What follows belongs to an exercise in optimizing a design on an open flow for small area and a short achievable clock period; a production flow would make more cautious choices.
At most, simulation tests tie the RTL to the original design; equivalence was not proved.
The RTL of run 2 was laid out without a check of its function.
Power and IR drop assume default switching activity.

==> flow/design.v (outline; a module is shown in full before it is edited, if it fits) <==
// module alu: 874 lines
// module cpa: 141 lines
// module ltu: 3 lines
// module ovf: 57 lines
// module sfx4: 6 lines
// module ao8: 3 lines
// module ovsel: 6 lines
// module mx2: 3 lines
// module omux: 3 lines
// module outsel: 14 lines
// module fa: 4 lines
// module ha: 4 lines
module alu #(
    parameter DATA_WIDTH = 32,
    parameter INST_WIDTH = 4
)(
    input                   i_clk,
    input                   i_rst_n,
    input  [DATA_WIDTH-1:0] i_data_a,
    input  [DATA_WIDTH-1:0] i_data_b,
    input  [INST_WIDTH-1:0] i_inst,
    input                   i_valid,
    output [DATA_WIDTH-1:0] o_data,
    output                  o_overflow,
    output                  o_valid
);
  // ...
==> flow/flow/run.sh <==
#!/bin/bash
# The standard ORFS layout (standard synthesis included), except that the
# port buffers are plain buffers (buf_2) rather than the delay cell that
# buffer_ports picks on its own; every port still gets its buffer.
set -uo pipefail
export BUFFER_PORTS_ARGS="-buffer_cell sky130_fd_sc_hd__buf_2"
bash standard.sh finish > flow_make.log 2>&1
status=$?
cp -r orfs/logs flow_logs 2>/dev/null || true
exit $status
==> flow/standard.sh <==
#!/bin/bash
# synth_recipe.tcl (not shown) runs the flow's synth.tcl, then flattens the netlist and writes it again
# the make line also repeats each setting of config.mk as NAME=value (left out here)
make -C /OpenROAD-flow-scripts/flow DESIGN_CONFIG=/design/flow/config.mk WORK_HOME=/design/flow/orfs CLKGATE_MAP_FILE= SYNTH_SCRIPT=/design/flow/synth_recipe.tcl "${@:-finish}"
==> flow/config.mk <==
export PLATFORM = sky130hd
export DESIGN_NAME = alu
export DESIGN_NICKNAME = alu
export VERILOG_FILES = /design/flow/design.v
export SDC_FILE = /design/flow/constraint.sdc
export NUM_CORES = 4
export LEC_CHECK = 0
export CAP_MARGIN = 20
export CORE_MARGIN = 2
export CORE_UTILIZATION = 45
export PLACE_DENSITY = 0.6
export SETUP_SLACK_MARGIN = 4.5
export SLEW_MARGIN = 20
export SYNTH_HIERARCHICAL = 1
export SYNTH_MINIMUM_KEEP_SIZE = 0
==> flow/constraint.sdc <==
create_clock -name core_clock -period 13.0 [get_ports {i_clk}]
set_input_delay 2.6000 -clock core_clock [delete_from_list [all_inputs] [get_ports {i_clk}]]
set_output_delay 2.6000 -clock core_clock [all_outputs]
set_load 0.01 [all_outputs]
==> impl_metrics.tcl, run 1 <==
set metrics [dict create \
    status "finished clean" \
    clkPwrFrac 0.036 \
    layout_commonest_cell "xnor2_1" \
    stdcell_area_sq_um 19000 \
    power_leader "combinational logic" \
    grt_overflow 0 \
    cts.clk_slew.worst_paths_ns 0.06 \
    cts_inserted_buffers 5 \
    cts_resized 29 \
    worstPathRequired_ns 13.18 \
    drtPass1Iterations 6 \
    synth_cells 1871 \
    finalHoldViolations 0 \
    ys.flop_type "dfrtp_1" \
    syn_area_sq_um 17600 \
    grtUsageMet1 0.421 \
    startpoint "i_data_b[7]" \
    max_cap_violations 0 \
    nets 2272 \
    syn_to_final_growth_pct 7.77 \
    pg_clk_mw 0.123 \
    p_seq_mw 0.158 \
    period_needed_ns 8.43 \
    clk_path_buf_depth 2 \
    fill_cells 3626 \
    synth.avg_cell_area_sq_um 9.43 \
    critPathKind "in -> reg" \
    largest_reg_flops 32 \
    wl_met3_mm 5.77 \
    register_area_sq_um 851 \
    yosysUniqueCellTypes 79 \
    largest_class "multi-input combinational cells" \
    use_met2 0.516 \
    die_h_microns 202 \
    track_usage 0.315 \
]
==> module cpa, before the edit <==
module cpa (
    input  [32:0] t0, t1,
    input  [31:0] a, b,
    input         mul, addop, sub,
    output [31:0] s,
    output        c31, p31, g31, q32    
);                                      
wire addp = addop & ~sub;
wire [32:0] x = (t0 & {33{mul}}) | {1'b0, a & {32{addop}}};
wire [32:0] y = (t1 & {33{mul}}) | {1'b0, (b & {32{addp}}) | (~b & {32{sub}})};
wire [32:0] p0, g0;
genvar k;
generate
    for (k = 0; k < 33; k = k + 1) begin : g_pg
        ha u_pg (.x(x[k]), .y(y[k]), .s(p0[k]), .c(g0[k]));
    end
endgenerate
wire gg1 = g0[32] | (p0[32] & g0[31]);
wire pp1 = p0[32] & p0[31];
wire gg2 = g0[30] | (p0[30] & g0[29]);
wire pp2 = p0[30] & p0[29];
wire gg3 = g0[28] | (p0[28] & g0[27]);
wire pp3 = p0[28] & p0[27];
wire gg4 = g0[26] | (p0[26] & g0[25]);
wire pp4 = p0[26] & p0[25];
wire gg5 = g0[24] | (p0[24] & g0[23]);
wire pp5 = p0[24] & p0[23];
wire gg6 = g0[22] | (p0[22] & g0[21]);
wire pp6 = p0[22] & p0[21];
wire gg7 = g0[20] | (p0[20] & g0[19]);
wire pp7 = p0[20] & p0[19];
wire gg8 = g0[18] | (p0[18] & g0[17]);
wire pp8 = p0[18] & p0[17];
wire gg9 = g0[16] | (p0[16] & g0[15]);
wire pp9 = p0[16] & p0[15];
wire gg10 = g0[14] | (p0[14] & g0[13]);
wire pp10 = p0[14] & p0[13];
wire gg11 = g0[12] | (p0[12] & g0[11]);
wire pp11 = p0[12] & p0[11];
wire gg12 = g0[10] | (p0[10] & g0[9]);
wire pp12 = p0[10] & p0[9];
wire gg13 = g0[8] | (p0[8] & g0[7]);
wire pp13 = p0[8] & p0[7];
wire gg14 = g0[6] | (p0[6] & g0[5]);
wire pp14 = p0[6] & p0[5];
wire gg15 = g0[4] | (p0[4] & g0[3]);
wire pp15 = p0[4] & p0[3];
wire gg16 = g0[2] | (p0[2] & g0[1]);
wire pp16 = p0[2] & p0[1];
wire gg17 = g0[0] | (p0[0] & sub);
wire gg18 = gg2 | (pp2 & gg3);
wire pp18 = pp2 & pp3;
wire gg19 = gg4 | (pp4 & gg5);
wire pp19 = pp4 & pp5;
wire gg20 = gg6 | (pp6 & gg7);
wire pp20 = pp6 & pp7;
wire gg21 = gg8 | (pp8 & gg9);
wire pp21 = pp8 & pp9;
wire gg22 = gg10 | (pp10 & gg11);
wire pp22 = pp10 & pp11;
wire gg23 = gg12 | (pp12 & gg13);
wire pp23 = pp12 & pp13;
wire gg24 = gg14 | (pp14 & gg15);
wire pp24 = pp14 & pp15;
wire gg25 = gg16 | (pp16 & gg17);
wire gg26 = gg18 | (pp18 & gg19);
wire pp26 = pp18 & pp19;
wire gg27 = gg20 | (pp20 & gg21);
wire pp27 = pp20 & pp21;
wire gg28 = gg22 | (pp22 & gg23);
wire pp28 = pp22 & pp23;
wire gg29 = gg24 | (pp24 & gg25);
wire gg30 = gg26 | (pp26 & gg27);
wire pp30 = pp26 & pp27;
wire gg31 = gg28 | (pp28 & gg29);
wire gg32 = gg30 | (pp30 & gg31);
wire gg33 = gg27 | (pp27 & gg31);
wire gg34 = gg19 | (pp19 & gg33);
wire gg35 = gg21 | (pp21 & gg31);
wire gg36 = gg23 | (pp23 & gg29);
wire gg37 = gg1 | (pp1 & gg32);
wire gg38 = gg3 | (pp3 & gg34);
wire gg39 = gg5 | (pp5 & gg33);
wire gg40 = gg7 | (pp7 & gg35);
wire gg41 = gg9 | (pp9 & gg31);
wire gg42 = gg11 | (pp11 & gg36);
wire gg43 = gg13 | (pp13 & gg29);
wire gg44 = gg15 | (pp15 & gg25);
wire gg45 = g0[31] | (p0[31] & gg32);
wire gg46 = g0[29] | (p0[29] & gg38);
wire gg47 = g0[27] | (p0[27] & gg34);
wire gg48 = g0[25] | (p0[25] & gg39);
wire gg49 = g0[23] | (p0[23] & gg33);
wire gg50 = g0[21] | (p0[21] & gg40);
wire gg51 = g0[19] | (p0[19] & gg35);
wire gg52 = g0[17] | (p0[17] & gg41);
wire gg53 = g0[15] | (p0[15] & gg31);
wire gg54 = g0[13] | (p0[13] & gg42);
wire gg55 = g0[11] | (p0[11] & gg36);
wire gg56 = g0[9] | (p0[9] & gg43);
wire gg57 = g0[7] | (p0[7] & gg29);
wire gg58 = g0[5] | (p0[5] & gg44);
wire gg59 = g0[3] | (p0[3] & gg25);
wire gg60 = g0[1] | (p0[1] & gg17);
assign s[0] = p0[0] ^ sub;
assign s[1] = p0[1] ^ gg17;
assign s[2] = p0[2] ^ gg60;
assign s[3] = p0[3] ^ gg25;
assign s[4] = p0[4] ^ gg59;
assign s[5] = p0[5] ^ gg44;
assign s[6] = p0[6] ^ gg58;
assign s[7] = p0[7] ^ gg29;
assign s[8] = p0[8] ^ gg57;
assign s[9] = p0[9] ^ gg43;
assign s[10] = p0[10] ^ gg56;
assign s[11] = p0[11] ^ gg36;
assign s[12] = p0[12] ^ gg55;
assign s[13] = p0[13] ^ gg42;
assign s[14] = p0[14] ^ gg54;
assign s[15] = p0[15] ^ gg31;
assign s[16] = p0[16] ^ gg53;
assign s[17] = p0[17] ^ gg41;
assign s[18] = p0[18] ^ gg52;
assign s[19] = p0[19] ^ gg35;
assign s[20] = p0[20] ^ gg51;
assign s[21] = p0[21] ^ gg40;
assign s[22] = p0[22] ^ gg50;
assign s[23] = p0[23] ^ gg33;
assign s[24] = p0[24] ^ gg49;
assign s[25] = p0[25] ^ gg39;
assign s[26] = p0[26] ^ gg48;
assign s[27] = p0[27] ^ gg34;
assign s[28] = p0[28] ^ gg47;
assign s[29] = p0[29] ^ gg38;
assign s[30] = p0[30] ^ gg46;
assign s[31] = p0[31] ^ gg32;
assign c31 = gg32;
assign p31 = p0[31];
assign g31 = g0[31];
assign q32 = p0[32];
endmodule
==> run 2: changes to the inputs <==
--- a/flow/design.v
+++ b/flow/design.v
@@ -7,28 +7,23 @@
     input  [DATA_WIDTH-1:0] i_data_a,
     input  [DATA_WIDTH-1:0] i_data_b,
     input  [INST_WIDTH-1:0] i_inst,
     input                   i_valid,
     output [DATA_WIDTH-1:0] o_data,
     output                  o_overflow,
     output                  o_valid
 );
-reg [31:0] o_data_r;
-reg        o_overflow_r;
-reg        o_valid_r;
-assign o_data     = o_data_r;
-assign o_overflow = o_overflow_r;
-assign o_valid    = o_valid_r;
 wire [31:0] a  = i_data_a;
 wire [31:0] b  = i_data_b;
 wire [3:0]  op = i_inst;
 wire is_mul = i_valid & ((op == 4'd2) | (op == 4'd7));
 wire addop  = i_valid & ((op == 4'd0) | (op == 4'd1) | (op == 4'd5) | (op == 4'd6));
 wire sub    = i_valid & ((op == 4'd1) | (op == 4'd6));
+wire addp   = addop & ~sub;
 wire [32:0] bx = {b, 1'b0};
 wire [15:0] bt_one, bt_two, bt_neg;
 genvar gi;
 generate
     for (gi = 0; gi < 16; gi = gi + 1) begin : g_enc
         assign bt_one[gi] = bx[2*gi+1] ^ bx[2*gi];
         assign bt_two[gi] = (bx[2*gi+2] & ~bx[2*gi+1] & ~bx[2*gi]) |
                             (~bx[2*gi+2] & bx[2*gi+1] & bx[2*gi]);
@@ -831,62 +826,73 @@
 wire fs253, fc253;
 fa u_fa253 (.x(fs222), .y(fs191), .z(fc221), .s(fs253), .c(fc253));
 wire fs254, fc254;
 fa u_fa254 (.x(fs223), .y(fs193), .z(fc222), .s(fs254), .c(fc254));
 wire fs255, fc255;
 fa u_fa255 (.x(fs224), .y(fs195), .z(fc223), .s(fs255), .c(fc255));
 wire [32:0] tr0 = {fc254, fc253, fc252, fc251, fc250, fc249, fc248, fc247, fc246, fc245, fc244, fc243, fc242, fc241, fc240, fc239, fc238, fc237, fc236, fc235, fc234, fc233, fc232, fc231, fc230, fc229, fc228, fc227, fc226, fc225, pp1_0, pp0_1, bt_neg[0]};
 wire [32:0] tr1 = {fs255, fs254, fs253, fs252, fs251, fs250, fs249, fs248, fs247, fs246, fs245, fs244, fs243, fs242, fs241, fs240, fs239, fs238, fs237, fs236, fs235, fs234, fs233, fs232, fs231, fs230, fs229, fs228, fs227, fs226, fs225, 1'b0, pp0_0};
-wire [31:0] s;
-wire c31, p31, g31, q32;
-cpa u_cpa (.t0(tr0), .t1(tr1), .a(a), .b(b), .mul(is_mul), .addop(addop),
-           .sub(sub), .s(s), .c31(c31), .p31(p31), .g31(g31), .q32(q32));
 wire lt_u;
 ltu u_ltu (.a(a), .b(b), .lt(lt_u));
 wire lt_s = a[31] ^ b[31] ^ lt_u;
-wire [3:0] ovt;
-ovf u_ovf (.a(a), .b(b), .op(op), .valid(i_valid), .sub(sub), .ovt(ovt));
-wire ov_w;
-ovsel u_ovsel (.t(ovt), .p31(p31), .g31(g31), .q32(q32), .c31(c31), .y(ov_w));
 wire lt = op[3] ? lt_u : lt_s;           
 wire mx = (op == 4'd3) | (op == 4'd8);
 wire mn = (op == 4'd4) | (op == 4'd9);
 wire sel_a = (mx & ~lt) | (mn & lt);
 wire sel_b = (mx & lt) | (mn & ~lt);
 wire e11 = i_valid & (sel_a | sel_b | (op == 4'd10) | (op == 4'd11));
 wire e10 = i_valid & (sel_a | (op == 4'd11) | (op == 4'd12));
 wire e01 = i_valid & (sel_b | (op == 4'd11) | (op == 4'd12) | (op == 4'd13));
 wire e00 = i_valid & (op == 4'd13);
 wire erev = i_valid & (op == 4'd14);
-wire [31:0] d_w;
-outsel u_out (.a(a), .b(b), .s(s), .e11(e11), .e10(e10), .e01(e01),
-              .e00(e00), .erev(erev), .d(d_w));
+wire [31:0] lg;
+logic_unit u_lg (.a(a), .b(b), .e11(e11), .e10(e10), .e01(e01), .e00(e00),
+                 .erev(erev), .d(lg));
+wire [31:0] ax = (a & {32{addop}}) | lg;
+wire [31:0] by = (b & {32{addp}}) | (~b & {32{sub}});
+wire [32:0] x_w = (tr0 & {33{is_mul}}) | {1'b0, ax};
+wire [32:0] y_w = (tr1 & {33{is_mul}}) | {1'b0, by};
+wire [3:0] ovt;
+ovf u_ovf (.a(a), .b(b), .op(op), .valid(i_valid), .sub(sub), .ovt(ovt));
+reg [32:0] x_r, y_r;
+reg        sub_r;
+reg [3:0]  ovt_r;
+reg        valid_r;
 always @(posedge i_clk or negedge i_rst_n) begin
     if (~i_rst_n) begin
-        o_data_r     <= 32'd0;
-        o_overflow_r <= 1'b0;
-        o_valid_r    <= 1'b0;
+        x_r     <= 33'd0;
+        y_r     <= 33'd0;
+        sub_r   <= 1'b0;
+        ovt_r   <= 4'd0;
+        valid_r <= 1'b0;
     end else begin
-        o_data_r     <= d_w;
-        o_overflow_r <= ov_w;
-        o_valid_r    <= i_valid;
+        x_r     <= x_w;
+        y_r     <= y_w;
+        sub_r   <= sub;
+        ovt_r   <= ovt;
+        valid_r <= i_valid;
     end
 end
+wire [31:0] s;
+wire c31, p31, g31, q32;
+cpa u_cpa (.x(x_r), .y(y_r), .sub(sub_r), .s(s), .c31(c31), .p31(p31),
+           .g31(g31), .q32(q32));
+wire ov;
+ovsel u_ovsel (.t(ovt_r), .p31(p31), .g31(g31), .q32(q32), .c31(c31), .y(ov));
+assign o_data     = s;
+assign o_overflow = ov;
+assign o_valid    = valid_r;
 endmodule
 module cpa (
-    input  [32:0] t0, t1,
-    input  [31:0] a, b,
-    input         mul, addop, sub,
+    input  [32:0] x, y,
+    input         sub,
     output [31:0] s,
     output        c31, p31, g31, q32    
 );                                      
-wire addp = addop & ~sub;
-wire [32:0] x = (t0 & {33{mul}}) | {1'b0, a & {32{addop}}};
-wire [32:0] y = (t1 & {33{mul}}) | {1'b0, (b & {32{addp}}) | (~b & {32{sub}})};
 wire [32:0] p0, g0;
 genvar k;
 generate
     for (k = 0; k < 33; k = k + 1) begin : g_pg
         ha u_pg (.x(x[k]), .y(y[k]), .s(p0[k]), .c(g0[k]));
     end
 endgenerate
 wire gg1 = g0[32] | (p0[32] & g0[31]);
@@ -1089,27 +1095,27 @@
 mx2 u2 (.a(y0), .b(y1), .s(c31), .y(y));
 endmodule
 module mx2 (input a, input b, input s, output y);
 assign y = s ? b : a;
 endmodule
 module omux (input [3:0] t, input s31, input s32, output y);
 assign y = t[{s31, s32}];
 endmodule
-module outsel (
-    input  [31:0] a, b, s,
+module logic_unit (
+    input  [31:0] a, b,
     input         e11, e10, e01, e00, erev,
     output [31:0] d
 );
 genvar k;
 generate
     for (k = 0; k < 32; k = k + 1) begin : g
         wire f = (a[k] & b[k] & e11) | (a[k] & ~b[k] & e10) |
                  (~a[k] & b[k] & e01) | (~a[k] & ~b[k] & e00);
-        assign d[k] = s[k] | f | (a[31-k] & erev);
+        assign d[k] = f | (a[31-k] & erev);
     end
 endgenerate
 endmodule
 module fa (input x, input y, input z, output s, output c);
 assign s = x ^ y ^ z;
 assign c = (x & y) | (x & z) | (y & z);
 endmodule
 module ha (input x, input y, output s, output c);
==> flow/flow/run.sh (replaced) <==
#!/bin/bash
# The standard ORFS layout (standard synthesis included), except that the
# port buffers are plain buffers (buf_4) rather than the delay cell that
# buffer_ports picks on its own; every port still gets its buffer.
set -uo pipefail
export BUFFER_PORTS_ARGS="-buffer_cell sky130_fd_sc_hd__buf_4"
bash standard.sh finish > flow_make.log 2>&1
status=$?
cp -r orfs/logs flow_logs 2>/dev/null || true
exit $status
==> flow/config.mk (replaced) <==
export PLATFORM = sky130hd
export DESIGN_NAME = alu
export DESIGN_NICKNAME = alu
export VERILOG_FILES = /design/flow/design.v
export SDC_FILE = /design/flow/constraint.sdc
export NUM_CORES = 4
export LEC_CHECK = 0
export CAP_MARGIN = 20
export CORE_MARGIN = 2
export CORE_UTILIZATION = 45
export PLACE_DENSITY = 0.6
export SETUP_SLACK_MARGIN = 5
export SLEW_MARGIN = 20
export SYNTH_HIERARCHICAL = 1
export SYNTH_MINIMUM_KEEP_SIZE = 0
==> run 2 against run 1 <==
  * Critical endpoint is now y_r[28]
  * Utilization down 0.97 points
  * Cell count up 1.8%
  * Design area up 2.9%
  * Non-clock buffer count down 23
  * Clock power up 110%
  * Worst hold slack worse by 0.29 ns
  * Via count up 1.4%
  * First-iteration DRC count up 25%
  * Sequential power up 84%
  * Setup slack better by 0.76 ns
  * Global-route usage up 0.15 points
  * Still clean
  * Synthesized cell count up 2.5%
==> impl_metrics.tcl, run 2 <==
set metrics [dict create \
    tritoncts "done" \
    drc 0 \
    placement.cell_area_sq_um 19300 \
    finalHoldViolations 0 \
    synth_cells 1918 \
    layout_commonest_cell "xnor2_1" \
    stdcell_area_sq_um 19600 \
    vias_per_cell 6.58 \
    ys_warn_count 8 \
    antenna_found_initial 1 \
    slew_viol_final 0 \
    cts.clk_slew.worst_paths_ns 0.06 \
    nets 2297 \
    wl_met3_mm 6.29 \
    period_share 0.590 \
    setup_violations 0 \
    layout.cells.most_common_list "xnor2_1, a22oi_1, fa_1" \
    dp_worst_setup_slack_ns 4.92 \
    worstMarginPinSlew_ns 1.08 \
    row_count 74 \
    die_h_microns 206 \
    worstPathRequired_ns 13.22 \
    grt_pass1_vias 16300 \
    drive_gt1_frac 0.121 \
    drtIter0Drc 1871 \
    power_mw 3.37 \
    yosysSeqAreaShare 0.0980 \
    holdBufCountCts 0 \
    start_util 0.453 \
    cts_inserted_buffers 9 \
    synthTopCellsByCount "xnor2_1, a22oi_1, fa_1, ha_1, nand2_1" \
    design.portCount 105 \
    htree_levels 3 \
    multi_input_area_sq_um 15600 \
    finalNonFillerCells 2413 \
    ys.flop_type "dfrtp_1" \
    fin_util 0.482 \
    synth_area_leaders "fa_1, xnor2_1, a22oi_1, dfrtp_1, ha_1" \
    critPathKind "in -> reg" \
    drtPass1Iterations 8 \
    setup_tns_ns 0 \
    n_antenna_cell 0 \
    synth_seq_cells 72 \
    status "finished clean" \
    max-vdd-ir-drop_uv 172 \
    postRouteAntennaNets 0 \
    max_freq_ghz 0.130 \
    top_layer "met5" \
    cts_resized 0 \
    hold_ws_ns 2.13 \
    cp_data_arrival_time_ns 7.89 \
    dr_wl_met2_mm 29.9 \
    dp_hpwl_mm 45.0 \
    placed_cells 2397 \
    rsz0062_at_grt "no" \
    synth.top_cell.area_share 0.245 \
    drt-wirelength-per-cell_microns 27.3 \
    via_count 15900 \
    track_usage 0.316 \
    finalWorstSetupSlack_ns 5.34 \
    cts.sinks 72 \
    synth.avg_cell_area_sq_um 9.59 \
    gp_congestion 0.960 \
    critical_path.startpoint_type "input port" \
    holdCritPathClass "in -> async" \
    clk_path_buf_depth 2 \
    grt_max_degree 74 \
    yosysUniqueCellTypes 74 \
    drt-met1-wl_mm 26.6 \
    io_buffers 104 \
    syn_to_final_growth_pct 6.33 \
    max_slew_margin 0.277 \
    synth_async_sr_flop_share 1.00 \
    register_area_sq_um 1800 \
    reg_top3 "x_r: 33 flops, y_r: 33 flops, ovt_r: 4 flops" \
    max_cap_violations 0 \
    synth-edff-count 0 \
    root_buffer "clkbuf_16" \
    die_x_microns 206 \
    power_leakage_nw 7.96 \
    core-area_sq_um 40600 \
    fp.dieArea_sq_um 42500 \
    grt_first_pass_wirelength_mm 99.5 \
    p_per_area_nw_per_um2 172 \
    synth_most_common_cell "xnor2_1" \
    syn_area_sq_um 18400 \
    fill_cells 3783 \
    cp-end-kind "flop" \
    cts_setup_buffers 0 \
    drt_wl_total_mm 66.0 \
    synth_nets 2339 \
    yosysTopAreaCell "fa_1" \
    period_needed_ns 7.66 \
    path_max_fanout 73 \
    grt_overflow 0 \
]
-- run 2: changes by cell type in the layout (fill, tap and decap cells not counted), sizes merged, moves of 11 or more --
cell / change
dfrtp: +38
nor2b: -34
a22o: -33
a211o: -32
a21o: +31
a22oi: +31
o21ai: +22
buf: -17
nand2: +13
nand3b: -11
o22ai: +11
-- run 2: final timing paths --
kind                        startpoint      end  slack (ns)  cells past startpoint
worst max-delay path       i_data_b[1]  y_r[28]        5.34                     14
max in group asynchronous      i_rst_n  x_r[24]        9.83                      2
min in group core_clock        i_valid  valid_r        2.39                      1
worst min-delay path           i_rst_n  y_r[11]        2.13                      1
-- run 2: cells by family (layout without fill, tap and decap cells) --
| kind of cell | after synthesis | count (layout) | share of synthesized area |
|---|---|---|---|
| muxes | 36 | 36 | 0.0430 |
| DFF | 72 | 72 | 0.0980 |
| AOI/OAI and AO/OA | 542 | 542 | 0.214 |
| xor gates and xnor gates | 340 | 340 | 0.163 |
| buffers and inverters | 244 | 207 | 0.0567 |
| other | 1 | 1 | 0.000204 |
| adders and majority gates | 350 | 350 | 0.330 |
| and+or+nand+nor | 333 | 333 | 0.0944 |
-- run 2: modules after synthesis, one instance, submodules excluded, a selection --
module	cell area, sq um	times used	cells
sfx4	27.5	8	4
ovsel	27.5	1	4
ha	12.5	63	1
ovf	1090	1	149
ao8	36.3	8	5
alu	8670	1	1088
ltu	777	1	108
omux	22.5	2	1
-- run 2: per-layer routing --
metal	GRT usage	vias up
met5	0.0119	-
met4	0.156	2
met3	0.0678	154
met2	0.493	883
met1	0.415	8057
li1	-	6777
-- run 2: critical path: stages --
cell and delay [ns]:
buf_4 0.53, ha_1 0.26, nand2b_1 0.14, clkinv_1 0.71
buf_4 0.52, xnor2_1 0.18, fa_1 0.39, fa_1 0.50
fa_1 0.43, fa_1 0.39, fa_1 0.50, fa_1 0.40
a22oi_1 0.17, o21ai_0 0.11
-- run 2: final cells by class --
type	count	area share
clock buffers	12	0.0121
well taps	532	0.0340
inverters	57	0.0109
flip-flops and latches	72	0.0921
multi-input cells	1602	0.797
repair buffers	134	0.0514
clock inverters	4	0.00230
-- run 2: power breakdown --
group | switching (mW) | total [mW] | internal, mW
Combinational | 1.53 | 2.82 | 1.29
Sequential | 0.0213 | 0.291 | 0.270
Clock | 0.113 | 0.261 | 0.148

-- re-timing with driven ports --
In the flow no input, the clock included, has a driving cell. The finished layouts below were timed again as built, in two steps. Step 1: set_driving_cell puts a clkbuf_16 on i_clk and a buf_2 on each other input, an assumption about the parent block. Step 2 times the ports against the registers' clock, not the clock port: input delays grow and output delays shrink by t, the midpoint of the rising clock arrivals with the driver on. a / b / c = no drivers / after step 1 / after step 2; a / b = the first two.
run	t, ns	setup slack, ns	worst setup path at the end	worst slew at a driven data input, ns	cell pins on the clock port's net
run 1	0.335	4.572 / 4.596 / 4.261	input to register	0.04	1
run 2	0.425	5.335 / 5.359 / 4.934	input to register	0.05	1
After both steps setup and hold are still met in every run listed. The setup slack of run 2, which loses most, moves by +0.024 ns with the drivers and by -0.401 ns with both steps.
